This is an optimization exercise on Yosys and OpenROAD, whose aim is a short achievable clock period and few clock cycles, not a production implementation.
Function was checked by simulation only, so behaviour that the tests miss may differ from the original.

==> design.v <==
module reg_file (
  input   wire          clk,
  input   wire [4:0]    rs1_addr,
  input   wire [4:0]    rs2_addr,
  input   wire [4:0]    rd_addr,
  input   wire          wr_en,
  input   wire [31:0]   data_in,
  output  wire [31:0]   rs1_out,
  output  wire [31:0]   rs2_out
);
  reg [31:0] regfile [1:31];
  assign rs1_out = (rs1_addr != 5'd0) ? regfile[rs1_addr] : 32'h0;
  assign rs2_out = (rs2_addr != 5'd0) ? regfile[rs2_addr] : 32'h0;
  always @(posedge clk)
    if (wr_en && rd_addr != 5'd0)
      regfile[rd_addr] <= data_in;
endmodule
module lsu (
    input   wire [1:0]    addr,
    input   wire [2:0]    f3,
    input   wire [31:0]   rdata,
    output  wire [31:0]   data
);
    wire [15:0] h = addr[1] ? rdata[31:16] : rdata[15:0];
    wire [7:0]  b = addr[0] ? h[15:8] : h[7:0];
    wire        hs = h[15] & ~f3[2];
    wire        bs = b[7] & ~f3[2];
    assign data = (f3[1:0] == 2'b00) ? {{24{bs}}, b} :
                  (f3[1:0] == 2'b01) ? {{16{hs}}, h} : rdata;
endmodule
module rv32i_core(
    input  wire        clk,
    input  wire        rst_n,
    output wire [31:0] imem_addr,
    input  wire [31:0] imem_rdata,
    output wire [31:0] dmem_addr,
    output wire [31:0] dmem_wdata,
    output wire [3:0]  dmem_wstrb,
    input  wire [31:0] dmem_rdata
);
    reg  [31:0] f_pc;
    reg         d_valid;
    reg  [31:0] d_pc, d_pc4, d_ir;
    reg         e_valid;
    reg  [31:0] e_pc4, e_a, e_b, e_sd, e_tgt;
    reg  [4:0]  e_rd;
    reg         e_wen, e_ld, e_st, e_br, e_jalr, e_link, e_pred;
    reg         e_a_fm, e_a_fw, e_b_fm, e_b_fw, e_s_fm, e_s_fw;
    reg  [2:0]  e_f3;
    reg         e_sub, e_sra;
    reg  [7:0]  e_sel;    
    reg  [31:0] m_res, m_wdata;
    reg  [3:0]  m_wstrb;
    reg  [4:0]  m_rd;
    reg         m_wen, m_ld;
    reg  [2:0]  m_f3;
    reg  [31:0] w_data;
    reg  [4:0]  w_rd;
    reg         w_wen;
    wire [6:0] op  = d_ir[6:0];
    wire [2:0] f3  = d_ir[14:12];
    wire [4:0] rs1 = d_ir[19:15];
    wire [4:0] rs2 = d_ir[24:20];
    wire [4:0] rd  = d_ir[11:7];
    wire is_lui   = op[6:2] == 5'b01101;
    wire is_auipc = op[6:2] == 5'b00101;
    wire is_jal   = op[6:2] == 5'b11011;
    wire is_jalr  = op[6:2] == 5'b11001;
    wire is_br    = op[6:2] == 5'b11000;
    wire is_ld    = op[6:2] == 5'b00000;
    wire is_st    = op[6:2] == 5'b01000;
    wire is_opi   = op[6:2] == 5'b00100;
    wire is_op    = op[6:2] == 5'b01100;
    wire use1 = is_jalr | is_br | is_ld | is_st | is_opi | is_op;
    wire use2 = is_br | is_st | is_op;
    wire wen  = (is_lui | is_auipc | is_jal | is_jalr | is_ld | is_opi | is_op) && rd != 5'd0;
    wire [31:0] imm_i = {{20{d_ir[31]}}, d_ir[31:20]};
    wire [31:0] imm_s = {{20{d_ir[31]}}, d_ir[31:25], d_ir[11:7]};
    wire [31:0] imm_b = {{19{d_ir[31]}}, d_ir[31], d_ir[7], d_ir[30:25], d_ir[11:8], 1'b0};
    wire [31:0] imm_u = {d_ir[31:12], 12'h000};
    wire [31:0] imm_j = {{11{d_ir[31]}}, d_ir[31], d_ir[19:12], d_ir[20], d_ir[30:21], 1'b0};
    wire [31:0] imm = is_st ? imm_s : (is_lui | is_auipc) ? imm_u : imm_i;
    wire [31:0] rf1, rf2;
    reg_file RF (
        .clk(clk), .rs1_addr(rs1), .rs2_addr(rs2),
        .rd_addr(w_rd), .wr_en(w_wen), .data_in(w_data),
        .rs1_out(rf1), .rs2_out(rf2));
    wire [31:0] r1 = (w_wen && w_rd == rs1) ? w_data : rf1;
    wire [31:0] r2 = (w_wen && w_rd == rs2) ? w_data : rf2;
    wire fm1 = e_valid && e_wen && e_rd == rs1;
    wire fm2 = e_valid && e_wen && e_rd == rs2;
    wire fw1 = m_wen && m_rd == rs1;
    wire fw2 = m_wen && m_rd == rs2;
    wire stall = d_valid && e_valid && e_ld && e_wen &&
                 ((use1 && e_rd == rs1) || (use2 && e_rd == rs2));
    wire [31:0] id_tgt  = d_pc + (is_jal ? imm_j : imm_b);
    wire        id_pred = is_br & d_ir[31];
    wire        id_redir = d_valid && !stall && (is_jal || id_pred);
    wire [31:0] a  = e_a_fm ? m_res : e_a_fw ? w_data : e_a;
    wire [31:0] rb = e_b_fm ? m_res : e_b_fw ? w_data : e_b;
    wire [31:0] b  = rb;
    wire [31:0] sd = e_s_fm ? m_res : e_s_fw ? w_data : e_sd;
    wire [31:0] sum = e_sub ? a - b : a + b;
    wire        ltu = a < b;
    wire        lt  = (a[31] ^ b[31]) ? a[31] : ltu;
    wire        eq  = a == b;
    wire [31:0] sll = a << b[4:0];
    wire signed [31:0] as = a;
    wire [31:0] sra = as >>> b[4:0];
    wire [31:0] srl = a >> b[4:0];
    wire [31:0] sr  = e_sra ? sra : srl;
    wire [31:0] alu = ({32{e_sel[0]}} & sum)
                    | ({32{e_sel[1]}} & sll)
                    | ({32{e_sel[2]}} & {31'h0, lt})
                    | ({32{e_sel[3]}} & {31'h0, ltu})
                    | ({32{e_sel[4]}} & (a ^ b))
                    | ({32{e_sel[5]}} & sr)
                    | ({32{e_sel[6]}} & (a | b))
                    | ({32{e_sel[7]}} & (a & b));
    wire [31:0] ex_res = e_link ? e_pc4 : alu;
    reg taken;
    always @(*) begin
        case (e_f3)
            3'b000:  taken = eq;
            3'b001:  taken = !eq;
            3'b100:  taken = lt;
            3'b101:  taken = !lt;
            3'b110:  taken = ltu;
            3'b111:  taken = !ltu;
            default: taken = 1'b0;
        endcase
    end
    wire        ex_redir = e_valid && ((e_br && (taken != e_pred)) || e_jalr);
    wire [31:0] ex_tgt   = e_jalr ? {sum[31:1], 1'b0} : taken ? e_tgt : e_pc4;
    wire [1:0] sa = sum[1:0];
    wire [3:0] st_strb = (e_f3[1:0] == 2'b00) ? (4'b0001 << sa) :
                         (e_f3[1:0] == 2'b01) ? (sa[1] ? 4'b1100 : 4'b0011) : 4'b1111;
    wire [31:0] st_data = (e_f3[1:0] == 2'b00) ? {4{sd[7:0]}} :
                          (e_f3[1:0] == 2'b01) ? {2{sd[15:0]}} : sd;
    wire [31:0] ld_data;
    lsu LSU (.addr(m_res[1:0]), .f3(m_f3), .rdata(dmem_rdata), .data(ld_data));
    assign imem_addr  = f_pc;
    assign dmem_addr  = m_res;
    assign dmem_wdata = m_wdata;
    assign dmem_wstrb = m_wstrb;
    always @(posedge clk or negedge rst_n) begin
        if (!rst_n) begin
            f_pc    <= 32'h0;
            d_valid <= 1'b0;
            e_valid <= 1'b0;
            e_wen   <= 1'b0;
            e_ld    <= 1'b0;
            m_wstrb <= 4'h0;
            m_wen   <= 1'b0;
            m_ld    <= 1'b0;
            w_wen   <= 1'b0;
        end else begin
            if (ex_redir)      f_pc <= ex_tgt;
            else if (id_redir) f_pc <= id_tgt;
            else if (!stall)   f_pc <= f_pc + 32'd4;
            if (!stall || ex_redir) begin
                d_valid <= !ex_redir && !id_redir;
            end
            e_valid <= d_valid && !stall && !ex_redir;
            e_wen   <= d_valid && !stall && !ex_redir && wen;
            e_ld    <= d_valid && !stall && !ex_redir && is_ld;
            m_wstrb <= (e_valid && e_st) ? st_strb : 4'h0;
            m_wen   <= e_valid && e_wen;
            m_ld    <= e_valid && e_ld;
            w_wen   <= m_wen;
        end
    end
    always @(posedge clk) begin
        if (!stall) begin
            d_ir  <= imem_rdata;
            d_pc  <= f_pc;
            d_pc4 <= f_pc + 32'd4;
        end
        e_pc4  <= d_pc4;
        e_a    <= (is_lui) ? 32'h0 : (is_auipc | is_jal) ? d_pc : r1;
        e_b    <= (is_op | is_br) ? r2 : imm;
        e_sd   <= r2;
        e_tgt  <= id_tgt;
        e_rd   <= rd;
        e_st   <= is_st;
        e_br   <= is_br;
        e_jalr <= is_jalr;
        e_link <= is_jal | is_jalr;
        e_pred <= id_pred;
        e_a_fm <= use1 && fm1;
        e_a_fw <= use1 && fw1;
        e_b_fm <= (is_op | is_br) && fm2;
        e_b_fw <= (is_op | is_br) && fw2;
        e_s_fm <= fm2;
        e_s_fw <= fw2;
        e_f3   <= f3;
        e_sub  <= (is_op && d_ir[30] && f3 == 3'b000);
        e_sra  <= d_ir[30];
        e_sel  <= (is_op | is_opi) ?
                      {f3 == 3'b111, f3 == 3'b110, f3 == 3'b101, f3 == 3'b100,
                       f3 == 3'b011, f3 == 3'b010, f3 == 3'b001, f3 == 3'b000} :
                      8'h01;
        m_res   <= ex_res;
        m_wdata <= st_data;
        m_rd    <= e_rd;
        m_f3    <= e_f3;
        w_data <= m_ld ? ld_data : m_res;
        w_rd   <= m_rd;
    end
endmodule
==> run.sh <==
#!/bin/bash
# synth_recipe.tcl (not shown) runs the flow's synth.tcl, then flattens the netlist and writes it again
# the make line also repeats each setting of config.mk as NAME=value (left out here)
make -C /OpenROAD-flow-scripts/flow DESIGN_CONFIG=/design/flow/config.mk WORK_HOME=/design/flow/orfs CLKGATE_MAP_FILE= SYNTH_SCRIPT=/design/flow/synth_recipe.tcl finish
==> config.mk <==
export PLATFORM = sky130hd
export DESIGN_NAME = rv32i_core
export DESIGN_NICKNAME = rv32i_core
export VERILOG_FILES = /design/flow/design.v
export SDC_FILE = /design/flow/constraint.sdc
export NUM_CORES = 4
export LEC_CHECK = 0
export CAP_MARGIN = 20
export CORE_MARGIN = 2
export CORE_UTILIZATION = 40
export SETUP_SLACK_MARGIN = 0.3
export SLEW_MARGIN = 20
==> constraint.sdc <==
create_clock -name core_clock -period 12.0 [get_ports {clk}]
set_input_delay 2.4000 -clock core_clock [delete_from_list [all_inputs] [get_ports {clk}]]
set_output_delay 2.4000 -clock core_clock [all_outputs]
set_load 0.01 [all_outputs]
==> out/results.ini <==
[outcome]
run_status = no timing/DRC/antenna violations

[timing]
final.setup_skew_ps = 59.0
final_critical_path_setup_slack_ps = 5350
transition_time_at_the_pin_with_the_least_slew_margin_ps = 1200
fmax_mhz = 150
setup_tns_ps = 0
rel_slew_slack_pct = 19.6
post-route-min-period_ps = 6650
finalMaxSlewViolations = 0
post-route-period-util_pct = 55.4
setup_repair_after_global_routing_missed_its_margin = false
hold_violations = 0
report.final.setup_viol = 0

[clock_tree]
cts.htree.levels = 4
clockBufferDepth = 3
clock_tree_from_tritoncts = yes
root_buffer = clkbuf_16
cts-resized-gates = 0
clock_insertion_delay_worst_skew_ps = 830
cts.sink_count = 1434
clk_pin_slew_ps = 60
cts_hold_repair.buffers = 0
cts_inserted_buffers = 154
setup_buffers_after_cts = 0

[yosys]
synth_top_area_cell = edfxtp_1
netlist.area_leader.share_pct = 44.3
yosys_warnings = 2
synth.top_cells.by_area = edfxtp_1, mux4_2, dfxtp_1
netlist_top_cells_count = edfxtp_1, mux4_2, nor2_1
synthFlopType = edfxtp_1
yosysUniqueCellTypes = 93
synth-seq-cells = 1434
synth.yosys.seq_area_share_pct = 54.2
postSynthCellCount = 5442
post-synth-top-count-cell = edfxtp_1
synthArstFlopShare_pct = 3.00
syn-num-nets = 5639
synthesis.area_sq_um = 73400
synth.avg_cell_area_sq_um = 13.5
synth_enable_flop_cells = 1084

[cells_and_area]
final.fill_count = 16200
register_containing_the_most_flip_flops_in_the_final_layout = RF.regfile
post_route_cells_drive_above_1_share_pct = 18.9
finish.utilization_pct = 45.7
areaGrowthSynthToFinish_pct = 13.6
finalNonFillerCells = 8024
flip_flop_count_of_the_largest_register_after_layout = 992
number_of_nets_in_the_finished_design = 5707

[critical_path]
launch_point_of_the_critical_path = e_b_fw
critical_path_cell_count = 14
worstSetupEndpointType = register
timing.rr.start = e_b_fw
r2r_slack_ps = 5350
r2r_cells = 14
critical_path.endpoint = m_res[26]
worst_path_most_repeated_cell = o31ai_1
worst-path-buf-inv = 1
rr_endpoint = m_res[26]
worst_ep_required_time_ps = 12710
worst_setup_path_start_kind = register
crit_family = compound AO/OA/AOI/OAI gates
cp_data_arrival_time_ps = 7360
timing.critical_path.fanout_max = 52
critPathMaxStageDelay_ps = 1030
critical_path_top_delay_cell = dfxtp_2
cells_traversed_along_the_worst_timing_path = mux2i_1 > o21a_2 > buf_4 > ha_1 > a21o_1 > a31oi_1 > o31ai_1 > a41oi_1 > o31ai_1 > nor2_1 > a211oi_1 > xor2_1 > a221oi_1 > a21oi_1
worst-setup-path-type = reg -> reg

[routing]
drt-wirelength-per-cell_um = 33.5
drc_violation_total_after_the_first_tritonroute_iteration = 6825
totalWireLength_um = 269000
wirelength_met1_um = 107000
count_of_unresolved_drc_violations_after_routing = 0
met2RoutedLength_um = 120000
via_count = 51400
detail-route-antenna-nets = 0
drt_pre_antenna_iters = 6
wl_met3_um = 24700
drt-vias-per-instance = 6.40
maxUsedRoutingLayer = met5

[die]
floorplan.initialDensity_pct = 40.2
total_die_area_sq_um = 187000
floorplan.die.height_um = 432
boundaryPins = 166
num_rows = 157
die_width_um = 432
core_area_sq_um = 183000

[power_and_ir_drop]
vdd.ir_drop.worst_v = 0.000140
power.switching_fraction_pct = 33.2
p_comb_share_pct = 24.5
power.net_switching_mw = 5.30
cell_internal_pwr_mw = 10.6
pwr_density_cell_nw_per_um2 = 191
sequentialPowerShare_pct = 44.0
design_power_total_mw = 15.9
leakagePower_nw = 29.1
share_clk_of_total_power_pct = 31.5

[placed_design]
dp_cells = 7739
place_congestion = 1.03
dpl_worst_slack_ps = 5580
placed_wire_length_estimate_after_detailed_placement_um = 179000
port_buffers = 163

[hold_path]
timing.hold.worst.class = reg -> reg
min-delay-start = d_pc4[25]

[run]
maxCapViolCount = 0

[grt]
overflow = 0
grt_first_pass_wirelength_um = 377000
first_global_vias = 49600
grt_start_max_net_pins = 100
grt_antenna_before_repair = 10
groute.usage.overall_pct = 28.4

[routing by layer]
| layer | vias to the layer above | GRT usage [%] |
|---|---|---|
| met5 | - | 0 |
| met4 | 6 | 16.0 |
| met3 | 595 | 4.82 |
| met2 | 2868 | 43.2 |
| met1 | 26500 | 38.8 |
| li1 | 21400 | - |
[stage by stage]
stage / instance area (sq um) / hold slack [ps]
CTS: 83400 / 318
global route: 83400 / 331
global placement: 78100 / 324
floorplan: 73400 / 323
detailed placement: 78100 / 327
finish: 83400 / 320
[how the worst min path moves through the flow]
| stage | cells past startpoint | slack [ps] | end |
|---|---|---|---|
| after floorplan | 0 | 320 | e_pc4[10] |
| after global placement | 0 | 320 | e_pc4[29] |
| after detailed placement | 0 | 330 | e_pc4[25] |
| after CTS | 0 | 320 | e_pc4[25] |
| after global routing | 0 | 330 | e_pc4[25] |
| final | 0 | 320 | e_pc4[25] |
[final cells by class]
class                      count  area [sq um]  area share (%)
antenna                        2          5.00         0.00600
clock buffer                 197          4170            5.00
clock inverter                86          1150            1.38
inverter                     138           520           0.624
multi-input combinational   3449         31800            38.1
sequential                  1434         39800            47.7
tap                         2385          2980            3.58
timing repair buffer         333          2970            3.56
[cells in the final DEF (no fill, tap or decap), drive strengths merged, types with 53 or more instances in the layout]
master,Yosys,final
o21ai,199,199
clkinv,2,54
nor2,445,445
dfxtp,307,307
nand3,57,57
mux2i,389,389
inv,136,141
a21oi,330,330
mux4,552,552
xnor2,72,72
buf,127,171
a21o,63,63
o21a,54,54
clkbuf,294,197
nand2,402,402
clkdlybuf4s50,0,162
ha,128,128
edfxtp,1084,1084
a211oi,149,149
o211ai,53,53
[power groups by stage]
stage,sequential [mW],combinational [mW],clock [mW]
finish,7.00,3.90,5.02
global route,7.01,4.11,5.26
CTS,6.98,3.82,5.08
detailed placement,7.08,3.81,0
global placement,7.08,3.77,0
floorplan,6.99,1.91,0
[cell families (layout without fill, tap and decap cells)]
kind of cell             after synthesis  after routing  synth area share (%)
AND/OR/NAND/NOR                     1112           1112                  6.50
flip-flops                          1434           1434                  54.2
multiplexers                         962            962                  22.6
AO/OA/AOI/OAI                       1125           1125                  10.1
XOR/XNOR                             119            119                  1.42
adder cells (fa/ha/maj)              131            131                  2.26
other                                  0              2                     0
buffers and inverters                559            754                  2.96
Testbench counts, summed over its fixed seeds: cycles 77,705.

separate check: timing with driven ports:
Ports are ideal in the flow. The routed layout listed here was re-timed in OpenROAD. Step 1 assumes that a clkbuf_16 drives the clock port and a buf_2 every other input. Step 2 also shifts input and output timing later by t, the mid clock arrival at the registers, as if the neighbouring blocks saw the same clock. Three values: ideal ports, drivers, drivers and shift; two values: the first two.
shift t [ns]: 0.881
setup WS [ns]: 5.350 / 5.350 / 5.350
clock arrival spread, ns: 0.062 / 0.062
slew at the worst register clock pin (ns): 0.07 / 0.07
cell pins on the clock port's net: 1
After both steps setup and hold are still met in this run. The setup slack of this run moves by 0.000 ns with the drivers and by 0.000 ns with both steps.
